This design comes from an exercise in tuning for small area and a short achievable clock period on the open sky130 flow, not from production work. The RTL was checked by simulation tests, not by an equivalence proof against the original design. Power and IR drop assume default switching activity.

Design Power_Spec_Cal, start of the top module:
module Power_Spec_Cal(
           input wire clk,
           input wire rst,
           input wire dv,
           input wire [9:0] xk_index,
           input wire [24:0] fft_data_out_re,
           input wire [24:0] fft_data_out_im,
           output reg [49:0] Power_Spec,
           output reg data_valid,
           output reg dv_FFT
       );
For scale: roughly 2100 cells after synthesis, ~120 I/O pins.
Settings: LEC_CHECK=0, CAP_MARGIN=20, CORE_MARGIN=2, CORE_UTILIZATION=40, CTS_CLUSTER_DIAMETER=120, CTS_CLUSTER_SIZE=25, PLACE_DENSITY=0.6, SLEW_MARGIN=20, SYNTH_HIERARCHICAL=1, SYNTH_MINIMUM_KEEP_SIZE=0; clock period 8.0 ns.
standard.sh (not shown) runs the stock make flow with config.mk's settings and CLKGATE_MAP_FILE= SYNTH_SCRIPT=/design/flow/synth_recipe.tcl, a recipe that flattens the netlist after the stock synthesis.
==> flow/flow/run.sh <==
#!/bin/bash
set -euo pipefail
MARGIN=$(cat flow/margin.txt)
PORTBUF=$(cat flow/port_buffer.txt)
bash standard.sh "SETUP_SLACK_MARGIN=$MARGIN" "BUFFER_PORTS_ARGS=-buffer_cell $PORTBUF" finish > standard_flow.log 2>&1
==> flow/flow/margin.txt <==
5.2
==> flow/flow/port_buffer.txt <==
sky130_fd_sc_hd__buf_2
==> next run, changes <==
==> flow/flow/margin.txt (replaced) <==
5.3
==> flow/flow/port_buffer.txt (replaced) <==
sky130_fd_sc_hd__buf_1
- TNS_END_PERCENT: unset -> 20
Outcome: Hold slack is worse by 5.1 ps. Final cell count barely changes. Total power stays flat. Non-clock buffer count is higher by 4. Flip-flop and latch count is unchanged. Synthesized cell count stays the same.
==> next run, changes <==
==> flow/flow/margin.txt (replaced) <==
5.4
==> flow/flow/port_buffer.txt (replaced) <==
sky130_fd_sc_hd__buf_2
- TNS_END_PERCENT: 20 -> unset
What happened: The changed run produced a clean layout; non-clock buffer count came out higher by 15; die area is unchanged; flip-flop and latch count stays the same; sequential power came out higher by about 1%; sequential share of layout area came out lower by 0.78 points; final cell count came out higher by 0.48%; wire length came out higher by 0.89%.

========
Setup of P:
Another version of the RTL of Power_Spec_Cal (not shown whole).
Size in the first run: about 2,300 cells after synthesis, about 120 I/O pins, about 27,000 sq um of cells after synthesis.
// Power_Spec_Cal
module Power_Spec_Cal(
           input wire clk,
           input wire rst,
           input wire dv,
           input wire [9:0] xk_index,
           input wire [24:0] fft_data_out_re,
           input wire [24:0] fft_data_out_im,
           output reg [49:0] Power_Spec,
           output reg data_valid,
           output reg dv_FFT
       );
reg [0:1] dv_reg;
always @(posedge clk or posedge rst) begin
    if (rst == 1'b1) begin
        dv_reg[0] <= 1'b0;
        dv_reg[1] <= 1'b0;
        data_valid <= 1'b0;
        dv_FFT <= 1'b0;
    end else begin
        dv_reg[0] <= dv & xk_index[9];
        dv_reg[1] <= dv_reg[0];
        data_valid <= dv_reg[1];
        dv_FFT <= dv;
    end
end
reg [24:0] re1, im1;
always @(posedge clk) begin re1 <= fft_data_out_re; im1 <= fft_data_out_im; end
reg [170:0] r2;
always @(posedge clk) r2[0] <= w0;
always @(posedge clk) r2[1] <= w654;
always @(posedge clk) r2[2] <= w702;
always @(posedge clk) r2[3] <= w1308;
always @(posedge clk) r2[4] <= w2108;
always @(posedge clk) r2[5] <= w2647;
always @(posedge clk) r2[6] <= w3007;
always @(posedge clk) r2[7] <= w2116;
always @(posedge clk) r2[8] <= w2651;
always @(posedge clk) r2[9] <= w3008;
always @(posedge clk) r2[10] <= w2652;
always @(posedge clk) r2[11] <= w2655;
always @(posedge clk) r2[12] <= w2656;
always @(posedge clk) r2[13] <= w2659;
always @(posedge clk) r2[14] <= w2663;
always @(posedge clk) r2[15] <= w3011;
always @(posedge clk) r2[16] <= w3012;
always @(posedge clk) r2[17] <= w3015;
always @(posedge clk) r2[18] <= w3016;
always @(posedge clk) r2[19] <= w3019;
always @(posedge clk) r2[20] <= w2676;
always @(posedge clk) r2[21] <= w2679;
always @(posedge clk) r2[22] <= w3023;
always @(posedge clk) r2[23] <= w3020;
always @(posedge clk) r2[24] <= w2687;
always @(posedge clk) r2[25] <= w3024;
always @(posedge clk) r2[26] <= w3027;
always @(posedge clk) r2[27] <= w2695;
always @(posedge clk) r2[28] <= w3028;
  ...
export LEC_CHECK = 0
export CAP_MARGIN = 20
export CORE_MARGIN = 2
export CORE_UTILIZATION = 40
export PLACE_DENSITY = 0.6
export SLEW_MARGIN = 20
export SYNTH_HIERARCHICAL = 1
export SYNTH_MINIMUM_KEEP_SIZE = 0
create_clock -name core_clock -period 8.0 [get_ports {clk}]
run.sh (not shown) runs the stock make flow with config.mk's settings and CLKGATE_MAP_FILE= SYNTH_SCRIPT=/design/flow/synth_recipe.tcl, a recipe that flattens the netlist after the stock synthesis.
Stock flow here: none of the scripts above is used.
P went all the way through synthesis, placement and routing and the layout is clean on timing, DRC and antenna.
### P -> Q
- CORE_UTILIZATION: 40 -> 60
- PLACE_DENSITY: 0.6 -> 0.75
- SETUP_SLACK_MARGIN: unset -> 5
Findings:
Between Q and P, global-route usage over all layers is higher for Q, P comes in under that.
Max number of global-route vias before repair across Q and P: Q
On fraction of the cycle the final worst path needs, the higher figure sits with P, not Q.
For R, these inputs were changed with respect to Q:
- swapping 60 for 40 in CORE_UTILIZATION
- putting CTS_BUF_LIST at sky130_fd_sc_hd__clkbuf_4 sky130_fd_sc_hd__clkbuf_8 where nothing was set
- swapping 0.75 for 0.6 in PLACE_DENSITY
Findings:
- The number of combinational gates with multiple inputs of R and that of Q are within noise of each other.
- Overall power after layout delta (R − Q): unfavourable
- R gives more internal portion of total power than Q did.
- Sort R and Q by first-pass GRT wire length desc -> top: R
- Diff Q..R | worst hold slack after final layout | negligible
- Per the comparison of R with Q, final wirelength has increased; via count of the first global-routing pass has remained practically unchanged.
> inputs changed (R -> S)
- a deleted CTS_BUF_LIST that had been sky130_fd_sc_hd__clkbuf_4 sky130_fd_sc_hd__clkbuf_8
--- outcome ---
- Compared with R, S improves total internal power.
- Compared with R, in S worst setup slack went up 0.0030 ns; buffer count excluding the clock tree in the final layout now sits higher; clock skew now sits lower.

========
build 44:
RTL: one of the versions met above, not the one the previous note started from.
Size: about 2100 cells after synthesis, about 27000 um^2 of cells after synthesis.
// Power_Spec_Cal
module Power_Spec_Cal(
           input wire clk,
           input wire rst,
           input wire dv,
           input wire [9:0] xk_index,
           input wire [24:0] fft_data_out_re,
           input wire [24:0] fft_data_out_im,
           output reg [49:0] Power_Spec,
           output reg data_valid,
           output reg dv_FFT
       );
==> flow/config.mk <==
export PLATFORM = sky130hd
export DESIGN_NAME = Power_Spec_Cal
export DESIGN_NICKNAME = Power_Spec_Cal
export VERILOG_FILES = /design/flow/design.v
export SDC_FILE = /design/flow/constraint.sdc
export NUM_CORES = 4
export LEC_CHECK = 0
export CAP_MARGIN = 20
export CORE_MARGIN = 2
export CORE_UTILIZATION = 40
export CTS_CLUSTER_DIAMETER = 120
export CTS_CLUSTER_SIZE = 25
export PLACE_DENSITY = 0.6
export SLEW_MARGIN = 20
export SYNTH_HIERARCHICAL = 1
export SYNTH_MINIMUM_KEEP_SIZE = 0
==> flow/constraint.sdc <==
create_clock -name core_clock -period 8.0 [get_ports {clk}]
set_input_delay 1.6000 -clock core_clock [delete_from_list [all_inputs] [get_ports {clk}]]
set_output_delay 1.6000 -clock core_clock [all_outputs]
set_load 0.01 [all_outputs]
standard.sh (not shown) runs the stock make flow with config.mk's settings and CLKGATE_MAP_FILE= SYNTH_SCRIPT=/design/flow/synth_recipe.tcl, a recipe that flattens the netlist after the stock synthesis.
==> flow/flow/margin.txt <==
5.35
==> flow/flow/port_buffer.txt <==
sky130_fd_sc_hd__buf_1
Scripts as last shown in full above: flow/flow/run.sh
Relative to build 44, the following input files were edited for build 51:
# build 44
export LEC_CHECK = 0
export CAP_MARGIN = 20
export CORE_MARGIN = 2
export CORE_UTILIZATION = 40
export CTS_CLUSTER_DIAMETER = 120
export CTS_CLUSTER_SIZE = 25
export PLACE_DENSITY = 0.6
export SLEW_MARGIN = 20
export SYNTH_HIERARCHICAL = 1
export SYNTH_MINIMUM_KEEP_SIZE = 0
create_clock -name core_clock -period 8.0 [get_ports {clk}]
# build 51
export LEC_CHECK = 0
export CAP_MARGIN = 20
export CORE_MARGIN = 2
export CORE_UTILIZATION = 40
export CTS_CLUSTER_DIAMETER = 120
export CTS_CLUSTER_SIZE = 25
export PLACE_DENSITY = 0.65
export SLEW_MARGIN = 20
export SYNTH_HIERARCHICAL = 1
export SYNTH_MINIMUM_KEEP_SIZE = 0
create_clock -name core_clock -period 8.0 [get_ports {clk}]
==> flow/flow/margin.txt <==
5.3
==> flow/flow/port_buffer.txt <==
sky130_fd_sc_hd__buf_2
Notes after the runs:
When the final numbers for build 44 and build 51 were put side by side, the first-iteration DRC count turned out to be greater in build 51. Critical path depth delta for build 51 relative to build 44: 4 higher. Build 51 vs build 44: number of clock buffers in the layout down in build 51. Diff build 44 -> build 51 | routing usage on met1 | decrease of 0.19 points.
Input changes introduced in build 48 (baseline for comparison: build 51):
# build 51
export LEC_CHECK = 0
export CAP_MARGIN = 20
export CORE_MARGIN = 2
export CORE_UTILIZATION = 40
export CTS_CLUSTER_DIAMETER = 120
export CTS_CLUSTER_SIZE = 25
export PLACE_DENSITY = 0.65
export SLEW_MARGIN = 20
export SYNTH_HIERARCHICAL = 1
export SYNTH_MINIMUM_KEEP_SIZE = 0
create_clock -name core_clock -period 8.0 [get_ports {clk}]
# build 48
export LEC_CHECK = 0
export CAP_MARGIN = 20
export CORE_MARGIN = 2
export CORE_UTILIZATION = 55
export CTS_CLUSTER_DIAMETER = 120
export CTS_CLUSTER_SIZE = 25
export PLACE_DENSITY = 0.7
export SLEW_MARGIN = 20
export SYNTH_HIERARCHICAL = 1
export SYNTH_MINIMUM_KEEP_SIZE = 0
create_clock -name core_clock -period 8.0 [get_ports {clk}]
[summary]
Build 48 reached the final stage; the timing, design-rule and antenna checks on its layout passed. Non-clock buffer share of cell area essentially unchanged between build 48 and build 51. Compared with build 51, in build 48 area occupied by multi-input gates moved down, worst setup slack shows an increase of 29 ps, arrival time reported for the critical path endpoint stayed essentially flat, met1 usage in global routing picked up an extra 9.5 points.
Changes in build 25 relative to build 48:
# build 48
export LEC_CHECK = 0
export CAP_MARGIN = 20
export CORE_MARGIN = 2
export CORE_UTILIZATION = 55
export CTS_CLUSTER_DIAMETER = 120
export CTS_CLUSTER_SIZE = 25
export PLACE_DENSITY = 0.7
export SLEW_MARGIN = 20
export SYNTH_HIERARCHICAL = 1
export SYNTH_MINIMUM_KEEP_SIZE = 0
create_clock -name core_clock -period 8.0 [get_ports {clk}]
# build 25
export LEC_CHECK = 0
export CAP_MARGIN = 20
export CORE_MARGIN = 2
export CORE_UTILIZATION = 40
export CTS_CLUSTER_DIAMETER = 120
export CTS_CLUSTER_SIZE = 28
export PLACE_DENSITY = 0.6
export SLEW_MARGIN = 20
export SYNTH_HIERARCHICAL = 1
export SYNTH_MINIMUM_KEEP_SIZE = 0
create_clock -name core_clock -period 8.0 [get_ports {clk}]
==> flow/flow/port_buffer.txt <==
sky130_fd_sc_hd__buf_1
### Flow results
Per the comparison of build 25 with build 48, clock-net power comparable; post-route worst setup slack now larger; global-route met3 utilization now smaller; endpoint required time on the critical path now smaller. Build 25 ended up with data_valid as its launching element of the worst setup path; build 48 ended up with im1[12].

========
Setup of v25:
Starting RTL as in the previous note.
export LEC_CHECK = 0
export CAP_MARGIN = 20
export CORE_MARGIN = 2
export CORE_UTILIZATION = 40
export CTS_CLUSTER_DIAMETER = 120
export CTS_CLUSTER_SIZE = 25
export PLACE_DENSITY = 0.6
export SLEW_MARGIN = 20
export SYNTH_HIERARCHICAL = 1
export SYNTH_MINIMUM_KEEP_SIZE = 0
create_clock -name core_clock -period 8.0 [get_ports {clk}]
==> flow/flow/margin.txt <==
5.3
==> flow/flow/port_buffer.txt <==
sky130_fd_sc_hd__buf_2
Scripts as last shown in full above: flow/flow/run.sh
Input-level comparison between v44 and v25:
Settings: CAP_MARGIN now 10, was 20; SLEW_MARGIN now 10, was 20.
==> flow/flow/port_buffer.txt <==
sky130_fd_sc_hd__buf_1
Looking at the reports, v25 completed the entire flow and the layout it produced met the timing, design-rule and antenna checks.
Every stage of the flow completed for v44, and the final layout passed the timing, design-rule and antenna checks.
Between v44 and v25, the clock-cell share of area figures differ only marginally.
Area used by multi-input combinational logic: v44 vs v25, no meaningful difference
v25 → v44: number of nets produced by synthesis comparable; clock power share now smaller; via count of the first global-routing pass now larger.
v44 reports its slowest stage cell on the critical path as sky130_fd_sc_hd__fa_1 while v25 reports sky130_fd_sc_hd__dfrtp_1.
v25 and v44 ended up with nearly the same half-perimeter wire length of the detailed placement result.
Relative area change from synthesis to final layout in v44 vs v25: down 0.28 points
Diff v25 -> v44 | shortest period the worst path allows | decrease of 0.0050 ns
v44 vs v25: length of routed wiring on met1 up slightly
~same sequential share of layout area in v25 and v44
The inputs of v41 differ from those of v44 as listed below.
Settings: CAP_MARGIN changed from 10 to 20; TNS_END_PERCENT newly set to 5; SLEW_MARGIN changed from 10 to 20.
==> flow/flow/port_buffer.txt <==
sky130_fd_sc_hd__buf_2
### Flow results
Per-cell via count in the routed design: v41 > v44. Comparing v44 against v41, there is no change at all in sequential cell count. When v41 is set beside v44, its detailed-route wire length turns out to be 580 um larger.
Relative to v41, the following input files were edited for v12:
Settings: clearing TNS_END_PERCENT, which used to be 5.
==> flow/flow/run.sh <==
#!/bin/bash
# Layout flow: the standard ORFS flow (standard.sh: standard synthesis,
# floorplan, place, CTS, route, finish), with these changes to how the layout
# is optimised; the clock period and all constraints stay the design's:
#  - the port buffers that the standard flow inserts are the cell in
#    flow/port_buffer.txt instead of the resizer's default choice;
#  - before the resizer's design repair, flow/presize.tcl gives the heavily
#    loaded input registers a stronger drive (same flip-flop type).
# Every tool's output goes to the ORFS logs under orfs/logs/, and the make
# output to standard_flow.log in this folder.
set -euo pipefail
MARGIN=$(cat flow/margin.txt)
PORTBUF=$(cat flow/port_buffer.txt)
bash standard.sh "SETUP_SLACK_MARGIN=$MARGIN" "BUFFER_PORTS_ARGS=-buffer_cell $PORTBUF" \
  "PRE_RESIZE_TCL=$PWD/flow/presize.tcl" finish > standard_flow.log 2>&1
==> flow/flow/port_buffer.txt <==
sky130_fd_sc_hd__buf_1
==> flow/flow/presize.tcl (new file) <==
set lc [get_lib_cell sky130_fd_sc_hd__dfxtp_4]
set n 0
foreach inst [get_cells -quiet {re1* im1*}] {
  if {[get_property [get_property $inst liberty_cell] name] eq "sky130_fd_sc_hd__dfxtp_1"} {
    replace_cell $inst $lc
    incr n
  }
}
puts "presize: $n input registers set to dfxtp_4"
Findings:
The fraction of area in multi-input gates reported for v12 is smaller than that of v41 by 0.41 points. For v41, the timing endpoint of the critical path was r2[121], unlike v12, where it was data_valid. For later-pin clock latency in the skew report, v12 and v41 come out practically identical. Core utilization delta for v12 relative to v41: 0.49 points higher. Global-route wire length before repair: v41 vs v12 — no meaningful difference. Status: post-detailed-placement cell area parity (v12, v41). Compared to v41, the router laid down less metal wire for v12. Across both runs, proportion of power drawn by the clock network was lower for v12 than for v41. For v41, the worst setup path category was flip-flop to flip-flop, unlike v12, where it was flip-flop to primary output. Going from v41 to v12, arrival time reported for the critical path endpoint shrinks by 2.27 ns.
## Diff of input files: v10 against v12
Settings: changing CTS_CLUSTER_SIZE from 25 to 28.
==> flow/flow/run.sh <==
#!/bin/bash
set -euo pipefail
MARGIN=$(cat flow/margin.txt)
PORTBUF=$(cat flow/port_buffer.txt)
bash standard.sh "SETUP_SLACK_MARGIN=$MARGIN" "BUFFER_PORTS_ARGS=-buffer_cell $PORTBUF" finish > standard_flow.log 2>&1
==> flow/flow/port_buffer.txt <==
sky130_fd_sc_hd__buf_2
removed: flow/flow/presize.tcl
Notes after the runs:
On area growth from synthesis to final layout, the higher figure sits with v12, not v10.
v10 against v12: overall via count from detail_route shows no meaningful change; final core area utilization shows a reduction of 0.41 points.
Cmp v10 vs v12: buffer count excluding the clock tree in the final layout lower in v10
The number of clock buffers in the layout of v10 falls short of that of v12 by 31%.
r2[188] as the critical path capture point was reported by v10, and data_valid by v12.
Comparing v12 and v10, the lower critical path depth is on v12.
Compared with v12, in v10 total power saw a decrease, area of all placed cells without fillers fell 0.95%.

==> separate check: timing with driven ports <==
No port has a modelled driver above. Below, the same layouts with a new extraction and two added sets of constraints. Step 1 assumes that a clkbuf_16 drives the clock port and a buf_2 every other input. Step 2 also shifts input and output timing later by t, the mid clock arrival at the registers, as if the neighbouring blocks saw the same clock. Slacks: ideal ports / drivers / drivers and shift; pairs: ideal ports / drivers.
| run | shift t [ns] | setup WS [ns] | latest minus earliest clock arrival (ns) | slew at the worst register clock pin (ns) | worst data-port slew with drivers (ns) |
|---|---|---|---|---|---|
| the first run of note 1 | 0.650 | 5.225 / 5.225 / 5.225 | 0.023 / 0.022 | 0.11 / 0.11 | 0.07 |
| the second run of note 1 | 0.645 | 5.273 / 5.250 / 5.273 | 0.016 / 0.017 | 0.11 / 0.11 | 0.05 |
| the third run of note 1 | 0.648 | 5.318 / 5.258 / 5.388 | 0.024 / 0.024 | 0.11 / 0.11 | 0.06 |
| P | 0.657 | 4.469 / 4.469 / 4.469 | 0.015 / 0.016 | 0.07 / 0.07 | 0.04 |
| Q | 0.645 | 4.969 / 4.969 / 4.969 | 0.019 / 0.019 | 0.07 / 0.07 | 0.04 |
| R | 0.718 | 4.990 / 4.990 / 4.990 | 0.041 / 0.041 | 0.07 / 0.07 | 0.04 |
| S | 0.657 | 4.993 / 4.993 / 4.993 | 0.017 / 0.017 | 0.07 / 0.07 | 0.04 |
| build 44 | 0.645 | 5.326 / 5.266 / 5.369 | 0.018 / 0.018 | 0.11 / 0.11 | 0.05 |
| build 51 | 0.647 | 5.270 / 5.252 / 5.270 | 0.041 / 0.041 | 0.11 / 0.11 | 0.05 |
| build 48 | 0.641 | 5.299 / 5.252 / 5.299 | 0.037 / 0.037 | 0.11 / 0.11 | 0.04 |
| build 25 | 0.647 | 5.316 / 5.255 / 5.349 | 0.035 / 0.035 | 0.12 / 0.12 | 0.05 |
| v25 | 0.649 | 5.316 / 5.255 / 5.319 | 0.021 / 0.021 | 0.11 / 0.11 | 0.06 |
| v44 | 0.653 | 5.321 / 5.257 / 5.321 | 0.016 / 0.017 | 0.11 / 0.11 | 0.05 |
| v41 | 0.651 | 5.113 / 5.113 / 5.113 | 0.022 / 0.021 | 0.11 / 0.11 | 0.06 |
| v12 | 0.649 | 5.320 / 5.260 / 5.330 | 0.025 / 0.025 | 0.12 / 0.12 | 0.05 |
| v10 | 0.639 | 5.322 / 5.273 / 5.322 | 0.045 / 0.045 | 0.12 / 0.12 | 0.07 |
After both steps setup and hold are still met in every run listed.
